Background: an optimization exercise with open tools, aiming at small area and a short achievable clock period. Do not read the settings as production practice. In this exercise RTL edits were held to simulation tests only and were not proved equivalent to the original. Power is estimated from default activity; no workload was simulated.

==> flow/design.v <==
module CLA_adder (x, y, s, cout, c23);
  input  [23:0] x, y;
  output [23:0] s;
  output cout;
  output c23;           
  wire [23:0] h = x ^ y;
  wire [23:0] a = x & y;
  wire [23:0] o = x | y;
  wire [5:0] g, p;
  genvar j;
  generate
    for (j = 0; j < 6; j = j + 1) begin : gp
      assign g[j] = a[4*j+3] | (a[4*j+2] & o[4*j+3]) | (a[4*j] & o[4*j+3] & o[4*j+2]);
      assign p[j] = &o[4*j+3:4*j];
    end
  endgenerate
  wire [6:0] c;
  assign c[0] = 1'b0;
  assign c[1] = g[0];
  assign c[2] = g[1] | (p[1] & g[0]);
  wire   g30 = g[3] | (p[3] & g[2]);
  wire   p30 = p[3] & p[2];
  assign c[3] = g[2] | (p[2] & c[2]);
  assign c[4] = g30 | (p30 & c[2]);
  assign c[5] = g[4] | (p[4] & c[4]);
  wire   g54 = g[5] | (p[5] & g[4]);
  wire   p54 = p[5] & p[4];
  assign c[6] = g54 | (p54 & c[4]);
  assign cout = c[6];
  generate
    for (j = 0; j < 6; j = j + 1) begin : sm
      wire ci = c[j];
      wire k0 = ci;
      wire k1 = a[4*j]   | (h[4*j] & ci);
      wire k2 = a[4*j+1] | (h[4*j+1] & a[4*j]) | (h[4*j+1] & h[4*j] & ci);
      wire k3 = a[4*j+2] | (h[4*j+2] & a[4*j+1]) | (h[4*j+2] & h[4*j+1] & a[4*j])
              | (h[4*j+2] & h[4*j+1] & h[4*j] & ci);
      assign s[4*j+3:4*j] = h[4*j+3:4*j] ^ {k3, k2, k1, k0};
      if (j == 5) begin : top
        assign c23 = k3;
      end
    end
  endgenerate
endmodule
module fpa_with_regisers (clk, reset, en, inputA, inputB, result, OF);
  input clk, reset, en;
  input [31:0] inputA, inputB;
  output [31:0] result;
  output OF;
  wire [59:0] st_in;
  wire        ofa_in;
  reg  [59:0] st;      
  reg         ofa;     
  reg         fresh;
  wire [31:0] res_in;
  reg  [31:0] result_r;
  fpa_align al (.A(inputA), .B(inputB), .st(st_in), .ofa(ofa_in));
  always @(posedge clk) begin
    if (en)
      st <= st_in;
    if (reset) begin
      ofa   <= 1'b0;
      fresh <= 1'b1;
    end else if (en) begin
      ofa   <= ofa_in;
      fresh <= 1'b0;
    end
    if (reset | (en & fresh))
      result_r <= 32'd0;
    else if (en)
      result_r <= res_in;
  end
  fpa_add  ad (.st(st), .ofa(ofa), .O(res_in), .OF(OF));
  assign result = result_r;
endmodule
module fpa_align (A, B, st, ofa);
  input  [31:0] A, B;
  output [59:0] st;
  output ofa;
  wire [7:0]  ea_raw = A[30:23];
  wire [7:0]  eb_raw = B[30:23];
  wire        ha = |ea_raw;
  wire        hb = |eb_raw;
  wire        a_zero = ~ha & ~|A[22:0];
  wire        b_zero = ~hb & ~|B[22:0];
  wire        sel_a = (&ea_raw) | b_zero;
  wire        sel_b = (&eb_raw) | a_zero;
  wire        sub = A[31] ^ B[31];
  wire        swap = (A[30:0] <= B[30:0]) & ~sel_a;
  wire [7:0]  e_big   = swap ? eb_raw : ea_raw;
  wire [23:0] m_big   = swap ? {hb, B[22:0]} : {ha, A[22:0]};
  wire [23:0] m_small = swap ? {ha, A[22:0]} ^ {24{sub}} : {hb, B[22:0]} ^ {24{sub}};
  wire        h_small = swap ? ha : hb;
  wire        sign    = swap ? B[31] : A[31];
  wire [8:0]  dab = {1'b0, ea_raw} - {1'b0, eb_raw};
  wire [7:0]  dba = eb_raw - ea_raw;
  wire        far_ab = |dab[7:5];    
  wire        far_ba = |dba[7:5];
  wire [4:0]  d_raw   = dab[8] ? dba[4:0] : dab[4:0];
  wire        far_raw = dab[8] ? far_ba : far_ab;
  wire [7:0]  ea_m1 = ea_raw - 8'd1;
  wire [7:0]  eb_m1 = eb_raw - 8'd1;
  wire        far_a1 = (|ea_raw[7:6]) | (ea_raw[5] & (|ea_raw[4:0]));    
  wire        far_b1 = (|eb_raw[7:6]) | (eb_raw[5] & (|eb_raw[4:0]));
  wire [4:0]  d   = ~ha ? (hb ? eb_m1[4:0] : 5'd0) : ~hb ? ea_m1[4:0] : d_raw;
  wire        far = ~ha ? (hb & far_b1) : ~hb ? far_a1 : far_raw;
  wire        eqexp = (ea_raw == eb_raw) | ((ea_raw[7:1] == 7'd0) & (eb_raw[7:1] == 7'd0));
  wire [23:0] t1  = d[0] ? {{1{sub}}, m_small[23:1]} : m_small;
  wire [23:0] t2  = d[1] ? {{2{sub}}, t1[23:2]} : t1;
  wire [23:0] t4  = d[2] ? {{4{sub}}, t2[23:4]} : t2;
  wire [23:0] t8  = d[3] ? {{8{sub}}, t4[23:8]} : t4;
  wire [23:0] y   = far ? {24{sub}} : d[4] ? {{16{sub}}, t8[23:16]} : t8;
  wire        y23 = sub ^ (eqexp & h_small);
  assign ofa = ~(m_big[23] ^ y23);
  assign st = {sel_a | sel_b, sign, eqexp & ~sub, sub, e_big, m_big, y};
endmodule
module fpa_add (st, ofa, O, OF);
  input  [59:0] st;
  input  ofa;
  output [31:0] O;
  output OF;
  wire        special = st[59];
  wire        sign    = st[58];
  wire        shr_eq  = st[57];
  wire        sub     = st[56];
  wire [7:0]  e_raw   = st[55:48];
  wire [23:0] x       = st[47:24];
  wire [23:0] y       = st[23:0];
  wire [7:0]  e_big   = {e_raw[7:1], e_raw[0] | ~x[23]};
  wire [23:0] s;
  wire        cout, c23;
  CLA_adder add (.x(x), .y(y), .s(s), .cout(cout), .c23(c23));
  assign OF = ofa & (x[23] ^ c23);
  wire        shr = shr_eq | (~sub & cout);
  reg  [4:0]  jn;
  integer i;
  always @(*) begin
    jn = 5'd1;
    for (i = 3; i <= 23; i = i + 1)
      if (s[i]) jn = 5'd24 - i[4:0];
  end
  wire [4:0]  j = shr ? 5'd0 : jn;
  wire [23:0] sl = s << j;
  wire [7:0]  o_e = special ? e_raw : e_big + 8'd1 - {3'd0, j};
  wire [22:0] o_m = special ? x[22:0] : sl[23:1];
  assign O = {sign, o_e, o_m};
endmodule
export LEC_CHECK = 0
export ABC_AREA = 1
export CAP_MARGIN = 20
export CORE_MARGIN = 2
export CORE_UTILIZATION = 30
export SLEW_MARGIN = 20
export SYNTH_HIERARCHICAL = 1
create_clock -name core_clock -period 11.0 [get_ports {clk}]
standard.sh (not shown) runs the stock make flow with config.mk's settings and CLKGATE_MAP_FILE= SYNTH_SCRIPT=/design/flow/synth_recipe.tcl, a recipe that flattens the netlist after the stock synthesis.
==> flow/flow/run.sh <==
#!/bin/bash
# Layout flow: the standard ORFS flow (standard.sh), with these settings changed:
#  - no full/half-adder cell extraction in synthesis (ABC maps the arithmetic);
#  - repair_timing aims for a setup slack margin of 6.2 ns, which matches the
#    period this design can reach rather than the design's much longer clock
#    period (the SDC and clock period are the standard flow's own);
#  - the delay cells (clkdlybuf4s*, dlygate*, dlymetal*) and a few weak cells are added to
#    the platform's don't-use list, so that port buffers and repair use real buffers.
# The make output goes to standard.log; ORFS keeps each step's log under orfs/logs.
set -uo pipefail
DONT_USE="sky130_fd_sc_hd__probe_p_8 sky130_fd_sc_hd__probec_p_8 sky130_fd_sc_hd__lpflow_bleeder_1 sky130_fd_sc_hd__lpflow_clkbufkapwr_1 sky130_fd_sc_hd__lpflow_clkbufkapwr_16 sky130_fd_sc_hd__lpflow_clkbufkapwr_2 sky130_fd_sc_hd__lpflow_clkbufkapwr_4 sky130_fd_sc_hd__lpflow_clkbufkapwr_8 sky130_fd_sc_hd__lpflow_clkinvkapwr_1 sky130_fd_sc_hd__lpflow_clkinvkapwr_16 sky130_fd_sc_hd__lpflow_clkinvkapwr_2 sky130_fd_sc_hd__lpflow_clkinvkapwr_4 sky130_fd_sc_hd__lpflow_clkinvkapwr_8 sky130_fd_sc_hd__lpflow_decapkapwr_12 sky130_fd_sc_hd__lpflow_decapkapwr_3 sky130_fd_sc_hd__lpflow_decapkapwr_4 sky130_fd_sc_hd__lpflow_decapkapwr_6 sky130_fd_sc_hd__lpflow_decapkapwr_8 sky130_fd_sc_hd__lpflow_inputiso0n_1 sky130_fd_sc_hd__lpflow_inputiso0p_1 sky130_fd_sc_hd__lpflow_inputiso1n_1 sky130_fd_sc_hd__lpflow_inputiso1p_1 sky130_fd_sc_hd__lpflow_inputisolatch_1 sky130_fd_sc_hd__lpflow_isobufsrc_1 sky130_fd_sc_hd__lpflow_isobufsrc_16 sky130_fd_sc_hd__lpflow_isobufsrc_2 sky130_fd_sc_hd__lpflow_isobufsrc_4 sky130_fd_sc_hd__lpflow_isobufsrc_8 sky130_fd_sc_hd__lpflow_isobufsrckapwr_16 sky130_fd_sc_hd__lpflow_lsbuf_lh_hl_isowell_tap_1 sky130_fd_sc_hd__lpflow_lsbuf_lh_hl_isowell_tap_2 sky130_fd_sc_hd__lpflow_lsbuf_lh_hl_isowell_tap_4 sky130_fd_sc_hd__lpflow_lsbuf_lh_isowell_4 sky130_fd_sc_hd__lpflow_lsbuf_lh_isowell_tap_1 sky130_fd_sc_hd__lpflow_lsbuf_lh_isowell_tap_2 sky130_fd_sc_hd__lpflow_lsbuf_lh_isowell_tap_4 sky130_fd_sc_hd__clkdlybuf4s15_1 sky130_fd_sc_hd__clkdlybuf4s15_2 sky130_fd_sc_hd__clkdlybuf4s18_1 sky130_fd_sc_hd__clkdlybuf4s18_2 sky130_fd_sc_hd__clkdlybuf4s25_1 sky130_fd_sc_hd__clkdlybuf4s25_2 sky130_fd_sc_hd__clkdlybuf4s50_1 sky130_fd_sc_hd__clkdlybuf4s50_2 sky130_fd_sc_hd__dlygate4sd1_1 sky130_fd_sc_hd__dlygate4sd2_1 sky130_fd_sc_hd__dlygate4sd3_1 sky130_fd_sc_hd__dlymetal6s2s_1 sky130_fd_sc_hd__dlymetal6s4s_1 sky130_fd_sc_hd__dlymetal6s6s_1 sky130_fd_sc_hd__a2111oi_0 sky130_fd_sc_hd__a21boi_0 sky130_fd_sc_hd__and2_0 sky130_fd_sc_hd__o21ai_0 sky130_fd_sc_hd__o311ai_0 sky130_fd_sc_hd__or2_0"
bash standard.sh ADDER_MAP_FILE= SETUP_SLACK_MARGIN=6.2 "DONT_USE_CELLS=$DONT_USE" finish > standard.log 2>&1
Next try:
--- a/flow/design.v
+++ b/flow/design.v
@@ -44,15 +44,15 @@
 endmodule
 module fpa_with_regisers (clk, reset, en, inputA, inputB, result, OF);
   input clk, reset, en;
   input [31:0] inputA, inputB;
   output [31:0] result;
   output OF;
-  wire [59:0] st_in;
+  wire [60:0] st_in;
   wire        ofa_in;
-  reg  [59:0] st;      
+  reg  [60:0] st;      
   reg         ofa;     
   reg         fresh;
   wire [31:0] res_in;
   reg  [31:0] result_r;
   fpa_align al (.A(inputA), .B(inputB), .st(st_in), .ofa(ofa_in));
   always @(posedge clk) begin
@@ -72,13 +72,13 @@
   end
   fpa_add  ad (.st(st), .ofa(ofa), .O(res_in), .OF(OF));
   assign result = result_r;
 endmodule
 module fpa_align (A, B, st, ofa);
   input  [31:0] A, B;
-  output [59:0] st;
+  output [60:0] st;
   output ofa;
   wire [7:0]  ea_raw = A[30:23];
   wire [7:0]  eb_raw = B[30:23];
   wire        ha = |ea_raw;
   wire        hb = |eb_raw;
   wire        a_zero = ~ha & ~|A[22:0];
@@ -102,33 +102,34 @@
   wire [7:0]  eb_m1 = eb_raw - 8'd1;
   wire        far_a1 = (|ea_raw[7:6]) | (ea_raw[5] & (|ea_raw[4:0]));    
   wire        far_b1 = (|eb_raw[7:6]) | (eb_raw[5] & (|eb_raw[4:0]));
   wire [4:0]  d   = ~ha ? (hb ? eb_m1[4:0] : 5'd0) : ~hb ? ea_m1[4:0] : d_raw;
   wire        far = ~ha ? (hb & far_b1) : ~hb ? far_a1 : far_raw;
   wire        eqexp = (ea_raw == eb_raw) | ((ea_raw[7:1] == 7'd0) & (eb_raw[7:1] == 7'd0));
-  wire [23:0] t1  = d[0] ? {{1{sub}}, m_small[23:1]} : m_small;
-  wire [23:0] t2  = d[1] ? {{2{sub}}, t1[23:2]} : t1;
+  wire [23:0] t2  = d[1] ? {{2{sub}}, m_small[23:2]} : m_small;
   wire [23:0] t4  = d[2] ? {{4{sub}}, t2[23:4]} : t2;
   wire [23:0] t8  = d[3] ? {{8{sub}}, t4[23:8]} : t4;
-  wire [23:0] y   = far ? {24{sub}} : d[4] ? {{16{sub}}, t8[23:16]} : t8;
+  wire [23:0] yp  = far ? {24{sub}} : d[4] ? {{16{sub}}, t8[23:16]} : t8;
   wire        y23 = sub ^ (eqexp & h_small);
   assign ofa = ~(m_big[23] ^ y23);
-  assign st = {sel_a | sel_b, sign, eqexp & ~sub, sub, e_big, m_big, y};
+  assign st = {sel_a | sel_b, sign, eqexp & ~sub, sub, e_big, m_big, yp, d[0]};
 endmodule
 module fpa_add (st, ofa, O, OF);
-  input  [59:0] st;
+  input  [60:0] st;
   input  ofa;
   output [31:0] O;
   output OF;
-  wire        special = st[59];
-  wire        sign    = st[58];
-  wire        shr_eq  = st[57];
-  wire        sub     = st[56];
-  wire [7:0]  e_raw   = st[55:48];
-  wire [23:0] x       = st[47:24];
-  wire [23:0] y       = st[23:0];
+  wire        special = st[60];
+  wire        sign    = st[59];
+  wire        shr_eq  = st[58];
+  wire        sub     = st[57];
+  wire [7:0]  e_raw   = st[56:49];
+  wire [23:0] x       = st[48:25];
+  wire [23:0] yp      = st[24:1];
+  wire        d0      = st[0];
+  wire [23:0] y       = d0 ? {sub, yp[23:1]} : yp;
   wire [7:0]  e_big   = {e_raw[7:1], e_raw[0] | ~x[23]};
   wire [23:0] s;
   wire        cout, c23;
   CLA_adder add (.x(x), .y(y), .s(s), .cout(cout), .c23(c23));
   assign OF = ofa & (x[23] ^ c23);
   wire        shr = shr_eq | (~sub & cout);
=> The new run finished clean. Clock-buffer cell count drops by 1. First-iteration DRC count came out lower by 21%. Cell area drops by 1.0%. Non-clock buffer count goes down by 6. Register-to-register slack degrades by 60 ps. Global-route usage decreases by 1.3 points. Total power grows by 6.7%. Clock skew increases by 8.4 ps. Via count is lower by 3.1%.

-- afterwards: timing with drivers on the ports --
How much do the figures lean on ideal ports? The routed layouts below were timed once more, with nothing changed but the port constraints.
Step 1 assumes that a clkbuf_16 drives the clock port and a buf_2 every other input.
Step 2, shift: input delay + t, output delay - t, t = (earliest + latest rising clock arrival at the registers) / 2. This alone moves slack from input paths to output paths.
Slacks: ideal ports / drivers / drivers and shift; pairs: ideal ports / drivers.
run | t (ns) | slack for setup (ns) | hold slack, ns
the first run | 0.397 | 6.318 / 6.345 / 5.948 | 0.468 / 0.468 / 0.468
the second run | 0.409 | 6.295 / 6.250 / 5.955 | 0.462 / 0.462 / 0.462
After both steps every run listed still meets setup and hold. For the first run, which loses most, drivers alone change the setup slack by +0.027 ns; drivers and shift together by -0.370 ns.
